This is an optimization exercise on Yosys and OpenROAD, whose aim is small area, not a production implementation.
In this exercise RTL edits were held to simulation tests only and were not proved equivalent to the original.
Power and IR drop assume default switching activity.

== rev 12 ==
==> module render, before the edit <==
module render (
	input clk, reset,
	input [9:0] x, y, xs,
	input [8:0] ys, p1, p2,
	input video_on,
	input [1:0] gs,
	output reg hit,
	output [11:0] rgb
	);
	function [9:0] sub10(input [9:0] a, input [9:0] b);
		integer i;
		reg bw;
		begin
			bw = 1'b0;
			for (i = 0; i < 10; i = i + 1) begin
				sub10[i] = a[i] ^ b[i] ^ bw;
				bw = (~a[i] & b[i]) | (~(a[i] ^ b[i]) & bw);
			end
		end
	endfunction
	wire neg = (xs[9:3] == 7'h7f);    
	wire [9:0] bx = sub10(x, xs);
	wire [9:0] by = sub10(y, {1'b0, ys});
	wire ball_on = ~neg & (bx <= 10'd16) & (by <= 10'd16);
	wire s = x[9] & x[8] & ~x[4];
	wire [8:0] pr = (s ? (xs[9] & ~xs[8]) : x[9]) ? p2 : p1;
	wire [9:0] q = sub10(s ? {1'b0, ys} : y, {1'b0, pr});
	wire hitc = (pr >= 9'd20) & ((q <= 10'd51) | (q >= 10'd997));
	always @(posedge clk)
		if (!reset) hit <= 1'b0;
		else if (s) hit <= (((xs < 10'd30) | neg) | ((xs > 10'd594) & ~neg)) & hitc;
	wire pv = (q < 10'd40);
	wire pad1_on = (x >= 10'd20) & (x <= 10'd40) & pv;
	wire pad2_on = (x >= 10'd600) & (x <= 10'd620) & pv;
	reg c, b;
	always @(posedge clk)
		if (!reset) begin
			c <= 1'b0; b <= 1'b0;
		end else case (gs)
			2'b01: begin
				c <= pad1_on | (~pad2_on & ball_on);
				b <= ~pad1_on & (pad2_on | ball_on);
			end
			2'b10: begin c <= 1'b1; b <= 1'b0; end
			2'b11: begin c <= 1'b0; b <= 1'b1; end
			default: begin c <= 1'b0; b <= 1'b0; end
		endcase
	wire rc = video_on & c, rb = video_on & b, rw = rc & b;
	assign rgb = {rb, rb, rw, rw, rc, rc, rc, rc, rb, rb, rw, rw};
endmodule
==> module game_state, before the edit <==
module game_state (
	input clk, reset,
	input [2:0] s1, s2,
	output reg [1:0] gs
	);
	always @(posedge clk)
		if (!reset) gs <= 2'b00;
		else if (s1 == 3'd5) gs <= 2'b10;
		else if (s2 == 3'd5) gs <= 2'b11;
		else gs <= 2'b01;
endmodule
==> module seven_seg, before the edit <==
module seven_seg (
	input reset,
	input [2:0] s1, s2,
	output [6:0] seg1, seg2
	);
	function [6:0] sdec(input [2:0] s);
		case (s)
			3'd0: sdec = 7'b1000000;
			3'd1: sdec = 7'b1111001;
			3'd2: sdec = 7'b0100100;
			3'd3: sdec = 7'b0110000;
			3'd4: sdec = 7'b0011001;
			3'd5: sdec = 7'b0010010;
			default: sdec = 7'bxxxxxxx;
		endcase
	endfunction
	assign seg1 = reset ? sdec(s2) : 7'b1111111;
	assign seg2 = reset ? sdec(s1) : 7'b1111111;
endmodule
Settings: LEC_CHECK=0, CAP_MARGIN=20, CORE_MARGIN=2, CORE_UTILIZATION=65, PLACE_DENSITY=0.75, SLEW_MARGIN=20; clock period 10.0 ns.
standard.sh (not shown) runs the stock make flow with config.mk's settings and CLKGATE_MAP_FILE= SYNTH_SCRIPT=/design/flow/synth_recipe.tcl, a recipe that flattens the netlist after the stock synthesis.
==> flow/flow/run.sh <==
#!/bin/bash
# Own layout flow: the standard ORFS flow (standard.sh, all steps), with
#  - no separate full/half-adder extraction (ADDER_MAP_FILE empty): ABC maps all logic,
#  - an area-oriented ABC mapping script (abc.script) in place of ORFS's speed script,
#  - the smallest buffer for the port buffers ORFS puts on every input and output,
#  - a clock tree of clkbuf_8 cells without dummy loads.
# Everything else (synthesis script, floorplan, power grid, taps, CTS, routing) is ORFS's.
set -euo pipefail
W=$(pwd)
rm -rf "$W/scripts"
cp -r "$FLOW_HOME/scripts" "$W/scripts"
cp "$W/flow/abc.script" "$W/scripts/abc_speed.script"
cp "$W/flow/abc.script" "$W/scripts/abc_area.script"
bash "$W/standard.sh" "SCRIPTS_DIR=$W/scripts" "ADDER_MAP_FILE=" \
	"BUFFER_PORTS_ARGS=-buffer_cell sky130_fd_sc_hd__buf_1" \
	"CTS_ARGS=-sink_clustering_enable -repair_clock_nets -dont_use_dummy_load -buf_list sky130_fd_sc_hd__clkbuf_8 -sink_clustering_size 20 -sink_clustering_max_diameter 80" \
	finish > "$W/flow_make.log" 2>&1
==> flow/flow/abc.script <==
strash
&get -n
&deepsyn -J 20
&put
dch
amap
topo
For rev 13, these inputs were changed with respect to rev 12:
--- a/flow/design.v
+++ b/flow/design.v
@@ -55,22 +55,15 @@
 		else if (s) hit <= (((xs < 10'd30) | neg) | ((xs > 10'd594) & ~neg)) & hitc;
 	wire pv = (q < 10'd40);
 	wire pad1_on = (x >= 10'd20) & (x <= 10'd40) & pv;
 	wire pad2_on = (x >= 10'd600) & (x <= 10'd620) & pv;
 	reg c, b;
-	always @(posedge clk)
-		if (!reset) begin
-			c <= 1'b0; b <= 1'b0;
-		end else case (gs)
-			2'b01: begin
-				c <= pad1_on | (~pad2_on & ball_on);
-				b <= ~pad1_on & (pad2_on | ball_on);
-			end
-			2'b10: begin c <= 1'b1; b <= 1'b0; end
-			2'b11: begin c <= 1'b0; b <= 1'b1; end
-			default: begin c <= 1'b0; b <= 1'b0; end
-		endcase
+	wire on = ~gs[1] & gs[0];
+	always @(posedge clk) begin
+		c <= reset & (on ? (pad1_on | (~pad2_on & ball_on)) : (gs[1] & ~gs[0]));
+		b <= reset & (on ? (~pad1_on & (pad2_on | ball_on)) : (gs[1] & gs[0]));
+	end
 	wire rc = video_on & c, rb = video_on & b, rw = rc & b;
 	assign rgb = {rb, rb, rw, rw, rc, rc, rc, rc, rb, rb, rw, rw};
 endmodule
 module clock_divider (
 	input clk, reset,
@@ -163,31 +156,27 @@
 module game_state (
 	input clk, reset,
 	input [2:0] s1, s2,
 	output reg [1:0] gs
 	);
-	always @(posedge clk)
-		if (!reset) gs <= 2'b00;
-		else if (s1 == 3'd5) gs <= 2'b10;
-		else if (s2 == 3'd5) gs <= 2'b11;
-		else gs <= 2'b01;
+	wire w1 = (s1 == 3'd5), w2 = (s2 == 3'd5);
+	always @(posedge clk)
+		gs <= reset ? {w1 | w2, ~w1} : 2'b00;
 endmodule
 module seven_seg (
 	input reset,
 	input [2:0] s1, s2,
 	output [6:0] seg1, seg2
 	);
 	function [6:0] sdec(input [2:0] s);
-		case (s)
-			3'd0: sdec = 7'b1000000;
-			3'd1: sdec = 7'b1111001;
-			3'd2: sdec = 7'b0100100;
-			3'd3: sdec = 7'b0110000;
-			3'd4: sdec = 7'b0011001;
-			3'd5: sdec = 7'b0010010;
-			default: sdec = 7'bxxxxxxx;
-		endcase
+		sdec = {s == 3'd0 | s == 3'd1,
+			s == 3'd1 | s == 3'd2 | s == 3'd3,
+			s == 3'd1 | s == 3'd3 | s == 3'd4 | s == 3'd5,
+			s == 3'd1 | s == 3'd4,
+			s == 3'd2,
+			s == 3'd5,
+			s == 3'd1 | s == 3'd4};
 	endfunction
 	assign seg1 = reset ? sdec(s2) : 7'b1111111;
 	assign seg2 = reset ? sdec(s1) : 7'b1111111;
 endmodule
 module Timer (
Notes after the runs:
Diff rev 12 -> rev 13: maximum fanout along the worst path picked up an extra 1, final cell count lost 18.
Diff rev 13 and rev 12: initial core utilization higher in rev 12
Register-to-register slack is higher on rev 13
Looking at number of global-route vias before repair, rev 13 sits below rev 12.
Delta (rev 13 minus rev 12): area fraction in compound gates after synthesis up 0.70 points; cell area fell by 68 um^2; power density of the placed cells increased by about 0.8% relative to the old numbers.
There was hardly any difference in total met2 wirelength after detailed routing between rev 13 and rev 12.
The global routing met1 resource utilization reported for rev 13 is greater than that of rev 12 by 0.29 points.
Looking at cell with the largest stage delay on the worst path, the o21ai_0 result is from rev 12; the nor2_1 one comes from rev 13.
Re total nets after synthesis: rev 12 was higher than rev 13.
Comparing rev 13 and rev 12, data required time of the worst path is lower on rev 12.

========
Another version of the RTL of top (not shown whole).
Size in the first run: about 110 flip-flops, ~48 I/O pins, about 5800 um^2 of cells after synthesis.
==> module clock_divider, before the edit <==
module clock_divider (
	input clk, reset,
	output step
	);
	reg [11:0] dv;
	assign step = ((dv & 12'h3ff) == 12'h22e);     
	wire dwrap = ((dv & 12'hedf) == 12'h618);      
	wire r = ~reset | dwrap;
	always @(posedge clk) begin
		dv[11:1] <= ~({11{r}} | dv[10:0]);
		dv[0] <= ~r & (dv[10] ^ dv[11]);
	end
endmodule
==> module top, before the edit <==
module top (
	input clk, reset, button, button1, button2, button3,
	output [11:0] rgb,
	output hsync, vsync,
	output [6:0] seg1, seg2,
	output [6:0] seg_left, seg_right
	);
	wire [9:0] x, y, xs;
	wire [8:0] ys, p1, p2;
	wire [2:0] s1, s2;
	wire [1:0] gs;
	wire video_on, step, hit;
	vga_sync v1 (.clk(clk), .reset(reset), .x(x), .y(y), .hsync(hsync), .vsync(vsync), .video_on(video_on));
	clock_divider c1 (.clk(clk), .reset(reset), .step(step));
	paddle pd (.clk(clk), .reset(reset), .step(step), .button(button), .button1(button1),
		.button2(button2), .button3(button3), .p1(p1), .p2(p2));
	ball b1 (.clk(clk), .reset(reset), .step(step), .gs(gs), .hit(hit), .xs(xs), .ys(ys), .s1(s1), .s2(s2));
	game_state g1 (.clk(clk), .reset(reset), .s1(s1), .s2(s2), .gs(gs));
	render r1 (.clk(clk), .reset(reset), .x(x), .y(y), .video_on(video_on), .xs(xs), .ys(ys),
		.p1(p1), .p2(p2), .gs(gs), .hit(hit), .rgb(rgb));
	seven_seg ss (.reset(reset), .s1(s1), .s2(s2), .seg1(seg1), .seg2(seg2));
	Timer t1 (.clk(clk), .reset(reset), .seg_left(seg_left), .seg_right(seg_right));
endmodule
==> flow/config.mk <==
export PLATFORM = sky130hd
export DESIGN_NAME = top
export DESIGN_NICKNAME = top
export VERILOG_FILES = /design/flow/design.v
export SDC_FILE = /design/flow/constraint.sdc
export NUM_CORES = 4
export LEC_CHECK = 0
export CAP_MARGIN = 20
export CORE_MARGIN = 2
export CORE_UTILIZATION = 65
export PLACE_DENSITY = 0.75
export SLEW_MARGIN = 20
==> flow/constraint.sdc <==
create_clock -name core_clock -period 10.0 [get_ports {clk}]
set_input_delay 2.0000 -clock core_clock [delete_from_list [all_inputs] [get_ports {clk}]]
set_output_delay 2.0000 -clock core_clock [all_outputs]
set_load 0.01 [all_outputs]
Scripts as last shown in full above: flow/flow/run.sh, flow/flow/abc.script
The starting point went through all stages and came out clean.
Rerun with:
--- a/flow/design.v
+++ b/flow/design.v
@@ -25,12 +25,13 @@
 module render (
 	input clk, reset,
 	input [9:0] x, y, xs,
 	input [8:0] ys, p1, p2,
 	input video_on,
 	input [1:0] gs,
+	input pre,
 	output reg hit,
 	output [11:0] rgb
 	);
 	function [9:0] sub10(input [9:0] a, input [9:0] b);
 		integer i;
 		reg bw;
@@ -43,27 +44,25 @@
 		end
 	endfunction
 	wire neg = (xs[9:3] == 7'h7f);    
 	wire [9:0] bx = sub10(x, xs);
 	wire [9:0] by = sub10(y, {1'b0, ys});
 	wire ball_on = ~neg & (bx <= 10'd16) & (by <= 10'd16);
-	wire s = x[9] & x[8] & ~x[4];
-	wire [8:0] pr = (s ? (xs[9] & ~xs[8]) : x[9]) ? p2 : p1;
-	wire [9:0] q = sub10(s ? {1'b0, ys} : y, {1'b0, pr});
+	wire [8:0] pr = (pre ? (xs[9] & ~xs[8]) : x[9]) ? p2 : p1;
+	wire [9:0] q = sub10(pre ? {1'b0, ys} : y, {1'b0, pr});
 	wire hitc = (pr >= 9'd20) & ((q <= 10'd51) | (q >= 10'd997));
 	always @(posedge clk)
-		if (!reset) hit <= 1'b0;
-		else if (s) hit <= (((xs < 10'd30) | neg) | ((xs > 10'd594) & ~neg)) & hitc;
+		hit <= (((xs < 10'd30) | neg) | ((xs > 10'd594) & ~neg)) & hitc;
 	wire pv = (q < 10'd40);
 	wire pad1_on = (x >= 10'd20) & (x <= 10'd40) & pv;
 	wire pad2_on = (x >= 10'd600) & (x <= 10'd620) & pv;
 	reg c, b;
 	always @(posedge clk)
 		if (!reset) begin
 			c <= 1'b0; b <= 1'b0;
-		end else case (gs)
+		end else if (!pre) case (gs)
 			2'b01: begin
 				c <= pad1_on | (~pad2_on & ball_on);
 				b <= ~pad1_on & (pad2_on | ball_on);
 			end
 			2'b10: begin c <= 1'b1; b <= 1'b0; end
 			2'b11: begin c <= 1'b0; b <= 1'b1; end
@@ -71,16 +70,17 @@
 		endcase
 	wire rc = video_on & c, rb = video_on & b, rw = rc & b;
 	assign rgb = {rb, rb, rw, rw, rc, rc, rc, rc, rb, rb, rw, rw};
 endmodule
 module clock_divider (
 	input clk, reset,
-	output step
+	output step, pre
 	);
 	reg [11:0] dv;
 	assign step = ((dv & 12'h3ff) == 12'h22e);     
+	assign pre = ((dv & 12'h9ff) == 12'h8e8);      
 	wire dwrap = ((dv & 12'hedf) == 12'h618);      
 	wire r = ~reset | dwrap;
 	always @(posedge clk) begin
 		dv[11:1] <= ~({11{r}} | dv[10:0]);
 		dv[0] <= ~r & (dv[10] ^ dv[11]);
 	end
@@ -265,18 +265,18 @@
 	output [6:0] seg_left, seg_right
 	);
 	wire [9:0] x, y, xs;
 	wire [8:0] ys, p1, p2;
 	wire [2:0] s1, s2;
 	wire [1:0] gs;
-	wire video_on, step, hit;
+	wire video_on, step, pre, hit;
 	vga_sync v1 (.clk(clk), .reset(reset), .x(x), .y(y), .hsync(hsync), .vsync(vsync), .video_on(video_on));
-	clock_divider c1 (.clk(clk), .reset(reset), .step(step));
+	clock_divider c1 (.clk(clk), .reset(reset), .step(step), .pre(pre));
 	paddle pd (.clk(clk), .reset(reset), .step(step), .button(button), .button1(button1),
 		.button2(button2), .button3(button3), .p1(p1), .p2(p2));
 	ball b1 (.clk(clk), .reset(reset), .step(step), .gs(gs), .hit(hit), .xs(xs), .ys(ys), .s1(s1), .s2(s2));
 	game_state g1 (.clk(clk), .reset(reset), .s1(s1), .s2(s2), .gs(gs));
 	render r1 (.clk(clk), .reset(reset), .x(x), .y(y), .video_on(video_on), .xs(xs), .ys(ys),
-		.p1(p1), .p2(p2), .gs(gs), .hit(hit), .rgb(rgb));
+		.p1(p1), .p2(p2), .gs(gs), .pre(pre), .hit(hit), .rgb(rgb));
 	seven_seg ss (.reset(reset), .s1(s1), .s2(s2), .seg1(seg1), .seg2(seg2));
 	Timer t1 (.clk(clk), .reset(reset), .seg_left(seg_left), .seg_right(seg_right));
 endmodule
Effect: The new run finished with timing, DRC and antenna clean. Worst setup slack got worse by 0.96 ns. Hold slack improved by 0.0042 ns. Die area grows by 0.52%. Clock-buffer cell count stays the same. Non-clock buffer count is unchanged. Clock power shrinks by about 2%. Via count grows by 1.6%. Utilization hardly moves. Routed wire length shrinks by 3.5%.

## static timing again, ports no longer ideal
How much do the figures lean on ideal ports? The routed layouts below were timed once more, with nothing changed but the port constraints. Step 1 sets driving cells, clkbuf_16 on the clock port and buf_2 on the other inputs (assumed; they add their load-dependent delay and slew). Step 2 moves the port delays by t, midway between the first and last clock arrival at a register: inputs arrive t later, outputs are due t later. That takes back most of the time a late clock gives input paths. Slacks: ideal ports / drivers / drivers and shift; pairs: ideal ports / drivers.
run | t (ns) | setup WS [ns] | hold WS [ns] | worst setup path at the end | worst data-port slew with drivers (ns)
rev 12 | 0.390 | 3.068 / 3.068 / 3.068 | 0.391 / 0.391 / 0.391 | register to register | 0.04
rev 13 | 0.389 | 3.425 / 3.425 / 3.425 | 0.387 / 0.387 / 0.387 | register to register | 0.03
the first run of note 2 | 0.392 | 3.383 / 3.383 / 3.383 | 0.411 / 0.411 / 0.411 | register to register | 0.03
the second run of note 2 | 0.398 | 2.421 / 2.421 / 2.421 | 0.415 / 0.415 / 0.415 | register to register | 0.03
After both steps every run listed still meets setup and hold.
